Context: an optimization exercise on an open-source flow, tuned for small area and a short achievable clock period. The choices shown serve that exercise and are no tape-out recipe.
RTL that was checked went through simulation tests only; none was proved equivalent to the original.
Power and IR drop assume default switching activity.

Setup of run 1:
==> flow/design.v (excerpt) <==
module mproc (input wire clk, reset, input wire [15:0] d_in, output wire [6:0] addr, output wire [15:0] d_out);
  reg  [6:0]   pc;
  reg  [10:0]  ir;       
  reg  [1:0]   cls;      
  reg  [127:0] rfn;      
  wire [127:0] rf = ~rfn;
  reg  [15:0]  opa, opb; 
  reg          f, l, c;  
  wire e   = ~f & ~l;
  wire ld  = cls == 2'b10;
  wire ef  = e & ~ld;
  wire el  = e & ld;
  wire jmp = (cls == 2'b01) & ef;
  wire wr  = el | (ef & (cls == 2'b00));
  wire [2:0]  wa = ir[8:6];
  wire [15:0] res;
  wire [15:0] wd = reset ? 16'd0 : (el ? d_in : res);
  wire        ua = reset | f | (wr & (wa == ir[2:0]));
  wire        ub = reset | f | (wr & (wa == ir[5:3]));
  wire       fs = f & ~reset;
  wire [7:0] sa = (8'd1 << d_in[2:0]) & {8{fs}};
  wire [7:0] sb = (8'd1 << d_in[5:3]) & {8{fs}};
  wire [15:0] ra = (rf[15:0] & {16{sa[0]}}) |
                     (rf[31:16] & {16{sa[1]}}) |
                     (rf[47:32] & {16{sa[2]}}) |
                     (rf[63:48] & {16{sa[3]}}) |
                     (rf[79:64] & {16{sa[4]}}) |
                     (rf[95:80] & {16{sa[5]}}) |
                     (rf[111:96] & {16{sa[6]}}) |
                     (rf[127:112] & {16{sa[7]}}) |
  ...
==> module mproc, before the edit <==
module mproc (input wire clk, reset, input wire [15:0] d_in, output wire [6:0] addr, output wire [15:0] d_out);
  reg  [6:0]   pc;
  reg  [10:0]  ir;       
  reg  [1:0]   cls;      
  reg  [127:0] rfn;      
  wire [127:0] rf = ~rfn;
  reg  [15:0]  opa, opb; 
  reg          f, l, c;  
  wire e   = ~f & ~l;
  wire ld  = cls == 2'b10;
  wire ef  = e & ~ld;
  wire el  = e & ld;
  wire jmp = (cls == 2'b01) & ef;
  wire wr  = el | (ef & (cls == 2'b00));
  wire [2:0]  wa = ir[8:6];
  wire [15:0] res;
  wire [15:0] wd = reset ? 16'd0 : (el ? d_in : res);
  wire        ua = reset | f | (wr & (wa == ir[2:0]));
  wire        ub = reset | f | (wr & (wa == ir[5:3]));
  wire       fs = f & ~reset;
  wire [7:0] sa = (8'd1 << d_in[2:0]) & {8{fs}};
  wire [7:0] sb = (8'd1 << d_in[5:3]) & {8{fs}};
  wire [15:0] ra = (rf[15:0] & {16{sa[0]}}) |
                     (rf[31:16] & {16{sa[1]}}) |
                     (rf[47:32] & {16{sa[2]}}) |
                     (rf[63:48] & {16{sa[3]}}) |
                     (rf[79:64] & {16{sa[4]}}) |
                     (rf[95:80] & {16{sa[5]}}) |
                     (rf[111:96] & {16{sa[6]}}) |
                     (rf[127:112] & {16{sa[7]}}) |
                     (wd & {16{ua & ~fs}}) | (opa & {16{~ua}});
  wire [15:0] rb = (rf[15:0] & {16{sb[0]}}) |
                     (rf[31:16] & {16{sb[1]}}) |
                     (rf[47:32] & {16{sb[2]}}) |
                     (rf[63:48] & {16{sb[3]}}) |
                     (rf[79:64] & {16{sb[4]}}) |
                     (rf[95:80] & {16{sb[5]}}) |
                     (rf[111:96] & {16{sb[6]}}) |
                     (rf[127:112] & {16{sb[7]}}) |
                     (wd & {16{ub & ~fs}}) | (opb & {16{~ub}});
  wire [15:0] a = opa, b = opb;
  wire [1:0]  op = ir[10:9];
  wire [17:0] s2 = {1'b0, a, 1'b1} + {1'b0, b ^ {16{op[0]}}, op[0]};
  wire [16:0] s  = s2[17:1];
  assign res = op[1] ? (op[0] ? (a | b) : (a & b)) : s[15:0];
  wire nz = |d_in[13:11];
  wire [1:0] cls_in = {d_in[15] | (~d_in[14] & nz), d_in[14] | (~d_in[15] & nz)};
  integer i;
  always @(posedge clk) begin
    c <= s[16];
    for (i = 0; i < 8; i = i + 1)
      if (reset | (wr & (wa == i))) rfn[16*i +: 16] <= ~wd;
    opa <= ra;
    opb <= rb;
    if (reset) begin
      pc <= 7'd0; ir <= 11'd0; cls <= 2'b00; f <= 1'b1; l <= 1'b0; c <= 1'b0;
    end else begin
      if (el | f) pc <= pc + 7'd1;
      else if (jmp & c) pc <= pc - ir[6:0];
      if (f) begin ir <= d_in[10:0]; cls <= cls_in; end
      f <= l | ef;
      l <= el;
    end
  end
  assign addr  = pc;
  assign d_out = opa;
endmodule
export LEC_CHECK = 0
export ABC_AREA = 1
export CAP_MARGIN = 20
export CORE_MARGIN = 2
export CORE_UTILIZATION = 50
export CTS_BUF_LIST = sky130_fd_sc_hd__clkbuf_8
export SETUP_SLACK_MARGIN = 5.0
export SLEW_MARGIN = 20
create_clock -name core_clock -period 8.5 [get_ports {clk}]
standard.sh (not shown) runs the stock make flow with config.mk's settings and CLKGATE_MAP_FILE= SYNTH_SCRIPT=/design/flow/synth_recipe.tcl, a recipe that flattens the netlist after the stock synthesis.
==> flow/flow/run.sh <==
#!/bin/bash
# The standard layout, with repair_timing aiming for a larger setup margin and
# plain buffers on the ports.
set -euo pipefail
bash standard.sh SETUP_SLACK_MARGIN=5.8 "BUFFER_PORTS_ARGS=-buffer_cell sky130_fd_sc_hd__buf_2" finish > run_standard.log 2>&1
Input changes introduced in run 2 (baseline for comparison: run 1):
--- a/flow/design.v
+++ b/flow/design.v
@@ -44,8 +44,11 @@
   wire [16:0] s  = s2[17:1];
   assign res = op[1] ? (op[0] ? (a | b) : (a & b)) : s[15:0];
   wire nz = |d_in[13:11];
   wire [1:0] cls_in = {d_in[15] | (~d_in[14] & nz), d_in[14] | (~d_in[15] & nz)};
+  wire       pc_inc = el | f;
+  wire [6:0] pc_add = pc_inc ? 7'd1 : ~ir[6:0];
+  wire       pc_cin = ~pc_inc;
   integer i;
   always @(posedge clk) begin
     c <= s[16];
     for (i = 0; i < 8; i = i + 1)
@@ -54,10 +57,9 @@
     opb <= rb;
     if (reset) begin
       pc <= 7'd0; ir <= 11'd0; cls <= 2'b00; f <= 1'b1; l <= 1'b0; c <= 1'b0;
     end else begin
-      if (el | f) pc <= pc + 7'd1;
-      else if (jmp & c) pc <= pc - ir[6:0];
+      if (el | f | (jmp & c)) pc <= pc + pc_add + {6'd0, pc_cin};
       if (f) begin ir <= d_in[10:0]; cls <= cls_in; end
       f <= l | ef;
       l <= el;
     end
==> comparison <==
- Per the comparison of run 2 with run 1, total power per unit cell area higher; worst setup slack lower; starting utilization of the core area roughly the same; total clock network power higher.
- Summary of run 2 over run 1: final-layout fill cell count decreased by about 0.44% relative to the old numbers; worst endpoint required time moved up; sequential fraction of total cell area saw an increase; fraction of power consumed by the clock network fell by 0.7 points.
- Hold-critical path depth came out exactly the same in run 1 and run 2.


Another version of the RTL of mproc (not shown whole).
Size in the first run: roughly 1000 cells after synthesis, about 180 flip-flops, about 41 I/O pins, roughly 9400 sq um of cells after synthesis.
// mproc
module mproc (input wire clk, reset, input wire [15:0] d_in, output wire [6:0] addr, output wire [15:0] d_out);
==> module mproc, before the edit <==
module mproc (input wire clk, reset, input wire [15:0] d_in, output wire [6:0] addr, output wire [15:0] d_out);
  reg  [6:0]   pc;
  reg  [10:0]  ir;       
  reg  [1:0]   cls;      
  reg  [127:0] rfn;      
  wire [127:0] rf = ~rfn;
  reg  [15:0]  opa, opb; 
  reg          f, l, c;  
  wire e   = ~f & ~l;
  wire ld  = cls == 2'b10;
  wire ef  = e & ~ld;
  wire el  = e & ld;
  wire jmp = (cls == 2'b01) & ef;
  wire wr  = el | (ef & (cls == 2'b00));
  wire [2:0]  wa = ir[8:6];
  wire [15:0] res;
  wire [15:0] wd = reset ? 16'd0 : (el ? d_in : res);
  wire        ua = reset | f | (wr & (wa == ir[2:0]));
  wire        ub = reset | f | (wr & (wa == ir[5:3]));
  wire       fs = f & ~reset;
  wire [7:0] sa = (8'd1 << d_in[2:0]) & {8{fs}};
  wire [7:0] sb = (8'd1 << d_in[5:3]) & {8{fs}};
  wire [15:0] ra = (rf[15:0] & {16{sa[0]}}) |
                     (rf[31:16] & {16{sa[1]}}) |
                     (rf[47:32] & {16{sa[2]}}) |
                     (rf[63:48] & {16{sa[3]}}) |
                     (rf[79:64] & {16{sa[4]}}) |
                     (rf[95:80] & {16{sa[5]}}) |
                     (rf[111:96] & {16{sa[6]}}) |
                     (rf[127:112] & {16{sa[7]}}) |
                     (wd & {16{ua & ~fs}}) | (opa & {16{~ua}});
  wire [15:0] rb = (rf[15:0] & {16{sb[0]}}) |
                     (rf[31:16] & {16{sb[1]}}) |
                     (rf[47:32] & {16{sb[2]}}) |
                     (rf[63:48] & {16{sb[3]}}) |
                     (rf[79:64] & {16{sb[4]}}) |
                     (rf[95:80] & {16{sb[5]}}) |
                     (rf[111:96] & {16{sb[6]}}) |
                     (rf[127:112] & {16{sb[7]}}) |
                     (wd & {16{ub & ~fs}}) | (opb & {16{~ub}});
  wire [15:0] a = opa, b = opb;
  wire [1:0]  op = ir[10:9];
  wire [15:0] bx = b ^ {16{op[0]}};
  wire [15:0] g0 = a & bx, p0 = a ^ bx;
  wire [15:0] g1, p1, g2, p2, g3, p3, g4, p4;
  wire [15:0] gi = {g0[15:1], g0[0] | (p0[0] & op[0])};
  genvar gi_;
  generate
    for (gi_ = 0; gi_ < 16; gi_ = gi_ + 1) begin : pfx
      if ((gi_ % 2) >= 1) begin assign g1[gi_] = gi[gi_] | (p0[gi_] & gi[gi_ - 1 - (gi_ % 1)]); assign p1[gi_] = p0[gi_] & p0[gi_-1]; end
      else begin assign g1[gi_] = gi[gi_]; assign p1[gi_] = p0[gi_]; end
      if ((gi_ % 4) >= 2) begin assign g2[gi_] = g1[gi_] | (p1[gi_] & g1[gi_ - (gi_ % 2) - 1]); assign p2[gi_] = p1[gi_] & p1[gi_ - (gi_ % 2) - 1]; end
      else begin assign g2[gi_] = g1[gi_]; assign p2[gi_] = p1[gi_]; end
      if ((gi_ % 8) >= 4) begin assign g3[gi_] = g2[gi_] | (p2[gi_] & g2[gi_ - (gi_ % 4) - 1]); assign p3[gi_] = p2[gi_] & p2[gi_ - (gi_ % 4) - 1]; end
      else begin assign g3[gi_] = g2[gi_]; assign p3[gi_] = p2[gi_]; end
      if ((gi_ % 16) >= 8) begin assign g4[gi_] = g3[gi_] | (p3[gi_] & g3[gi_ - (gi_ % 8) - 1]); assign p4[gi_] = p3[gi_] & p3[gi_ - (gi_ % 8) - 1]; end
      else begin assign g4[gi_] = g3[gi_]; assign p4[gi_] = p3[gi_]; end
    end
  endgenerate
  wire [15:0] cin = {g4[14:0], op[0]};
  wire [15:0] sum = p0 ^ cin;
  wire co = g4[15];
  assign res = op[1] ? (op[0] ? (a | b) : (a & b)) : sum;
  wire nz = |d_in[13:11];
  wire [1:0] cls_in = {d_in[15] | (~d_in[14] & nz), d_in[14] | (~d_in[15] & nz)};
  integer i;
  always @(posedge clk) begin
    c <= co;
    for (i = 0; i < 8; i = i + 1)
      if (reset | (wr & (wa == i))) rfn[16*i +: 16] <= ~wd;
    opa <= ra;
    opb <= rb;
    if (reset) begin
      pc <= 7'd0; ir <= 11'd0; cls <= 2'b00; f <= 1'b1; l <= 1'b0; c <= 1'b0;
    end else begin
      if (el | f) pc <= pc + 7'd1;
      else if (jmp & c) pc <= pc - ir[6:0];
      if (f) begin ir <= d_in[10:0]; cls <= cls_in; end
      f <= l | ef;
      l <= el;
    end
  end
  assign addr  = pc;
  assign d_out = opa;
endmodule
==> flow/config.mk <==
export PLATFORM = sky130hd
export DESIGN_NAME = mproc
export DESIGN_NICKNAME = mproc
export VERILOG_FILES = /design/flow/design.v
export SDC_FILE = /design/flow/constraint.sdc
export NUM_CORES = 4
export LEC_CHECK = 0
export ABC_AREA = 1
export CAP_MARGIN = 20
export CORE_MARGIN = 2
export CORE_UTILIZATION = 50
export CTS_BUF_LIST = sky130_fd_sc_hd__clkbuf_8
export SETUP_SLACK_MARGIN = 5.0
export SLEW_MARGIN = 20
==> flow/constraint.sdc <==
create_clock -name core_clock -period 8.5 [get_ports {clk}]
set_input_delay 1.7000 -clock core_clock [delete_from_list [all_inputs] [get_ports {clk}]]
set_output_delay 1.7000 -clock core_clock [all_outputs]
set_load 0.01 [all_outputs]
Scripts as last shown in full above: flow/flow/run.sh
The first run went through all stages and came out clean.
Then changed:
==> flow/design.v (replaced) <==
module mproc (input wire clk, reset, input wire [15:0] d_in, output wire [6:0] addr, output wire [15:0] d_out);
  reg  [6:0]   pc;
  reg  [10:0]  ir;       
  reg  [1:0]   cls;      
  reg  [127:0] rfn;      
  wire [127:0] rf = ~rfn;
  reg  [15:0]  opa, opb; 
  reg          f, l, c;  
  wire e   = ~f & ~l;
  wire ld  = cls == 2'b10;
  wire ef  = e & ~ld;
  wire el  = e & ld;
  wire jmp = (cls == 2'b01) & ef;
  wire wr  = el | (ef & (cls == 2'b00));
  wire [2:0]  wa = ir[8:6];
  wire [15:0] res;
  wire [15:0] wd = reset ? 16'd0 : (el ? d_in : res);
  wire        ua = reset | f | (wr & (wa == ir[2:0]));
  wire        ub = reset | f | (wr & (wa == ir[5:3]));
  wire       fs = f & ~reset;
  wire        wra = ~reset & (wa == ir[2:0]), wrb = ~reset & (wa == ir[5:3]);
  wire        aw  = ef & (cls == 2'b00);
  wire        bya_alu = wra & aw & ~f, bya_ld = wra & el & ~f;
  wire        byb_alu = wrb & aw & ~f, byb_ld = wrb & el & ~f;
  wire [7:0] sa = (8'd1 << d_in[2:0]) & {8{fs}};
  wire [7:0] sb = (8'd1 << d_in[5:3]) & {8{fs}};
  wire [15:0] ra = (rf[15:0] & {16{sa[0]}}) |
                     (rf[31:16] & {16{sa[1]}}) |
                     (rf[47:32] & {16{sa[2]}}) |
                     (rf[63:48] & {16{sa[3]}}) |
                     (rf[79:64] & {16{sa[4]}}) |
                     (rf[95:80] & {16{sa[5]}}) |
                     (rf[111:96] & {16{sa[6]}}) |
                     (rf[127:112] & {16{sa[7]}}) |
                     (res & {16{bya_alu}}) | (d_in & {16{bya_ld}}) | (opa & {16{~ua}});
  wire [15:0] rb = (rf[15:0] & {16{sb[0]}}) |
                     (rf[31:16] & {16{sb[1]}}) |
                     (rf[47:32] & {16{sb[2]}}) |
                     (rf[63:48] & {16{sb[3]}}) |
                     (rf[79:64] & {16{sb[4]}}) |
                     (rf[95:80] & {16{sb[5]}}) |
                     (rf[111:96] & {16{sb[6]}}) |
                     (rf[127:112] & {16{sb[7]}}) |
                     (res & {16{byb_alu}}) | (d_in & {16{byb_ld}}) | (opb & {16{~ub}});
  wire [15:0] a = opa, b = opb;
  wire [1:0]  op = ir[10:9];
  wire [17:0] s2 = {1'b0, a, 1'b1} + {1'b0, b ^ {16{op[0]}}, op[0]};
  wire [16:0] s  = s2[17:1];
  assign res = op[1] ? (op[0] ? (a | b) : (a & b)) : s[15:0];
  wire nz = |d_in[13:11];
  wire [1:0] cls_in = {d_in[15] | (~d_in[14] & nz), d_in[14] | (~d_in[15] & nz)};
  integer i;
  always @(posedge clk) begin
    c <= s[16];
    for (i = 0; i < 8; i = i + 1)
      if (reset | (wr & (wa == i))) rfn[16*i +: 16] <= ~wd;
    opa <= ra;
    opb <= rb;
    if (reset) begin
      pc <= 7'd0; ir <= 11'd0; cls <= 2'b00; f <= 1'b1; l <= 1'b0; c <= 1'b0;
    end else begin
      if (el | f) pc <= pc + 7'd1;
      else if (jmp & c) pc <= pc - ir[6:0];
      if (f) begin ir <= d_in[10:0]; cls <= cls_in; end
      f <= l | ef;
      l <= el;
    end
  end
  assign addr  = pc;
  assign d_out = opa;
endmodule
Outcome: Setup slack improved by 0.16 ns; synthesized area rose by 4.0%; wire length barely changes; clock skew barely changes; sequential share of layout area rose by 0.34 points; total power fell by 33%; via count rose by 4.7%; hold slack got worse by 0.0039 ns.
No functional check of the RTL was part of any run of this note.

## separate check: timing with driven ports
In the flow no input, the clock included, has a driving cell. The finished layouts below were timed again as built, in two steps.
Step 1 sets driving cells, clkbuf_16 on the clock port and buf_2 on the other inputs (assumed; they add their load-dependent delay and slew).
Step 2, shift: input delay + t, output delay - t, t = (earliest + latest rising clock arrival at the registers) / 2. This alone moves slack from input paths to output paths.
Slacks: ideal ports / drivers / drivers and shift; pairs: ideal ports / drivers.
run	shift t [ns]	slack for setup (ns)	clock arrival spread, ns	worst register clock-pin slew, ns	worst data-port slew with drivers (ns)
run 1	0.518	5.803 / 5.760 / 5.302	0.018 / 0.019	0.11 / 0.11	0.08
run 2	0.510	5.786 / 5.779 / 5.287	0.013 / 0.012	0.11 / 0.11	0.04
the first run of note 2	0.511	5.649 / 5.649 / 5.234	0.022 / 0.022	0.11 / 0.11	0.08
the second run of note 2	0.520	5.807 / 5.788 / 5.274	0.022 / 0.022	0.10 / 0.10	0.08
After both steps setup and hold are still met in every run listed. For the second run of note 2, which loses most, drivers alone change the setup slack by -0.019 ns; drivers and shift together by -0.533 ns.
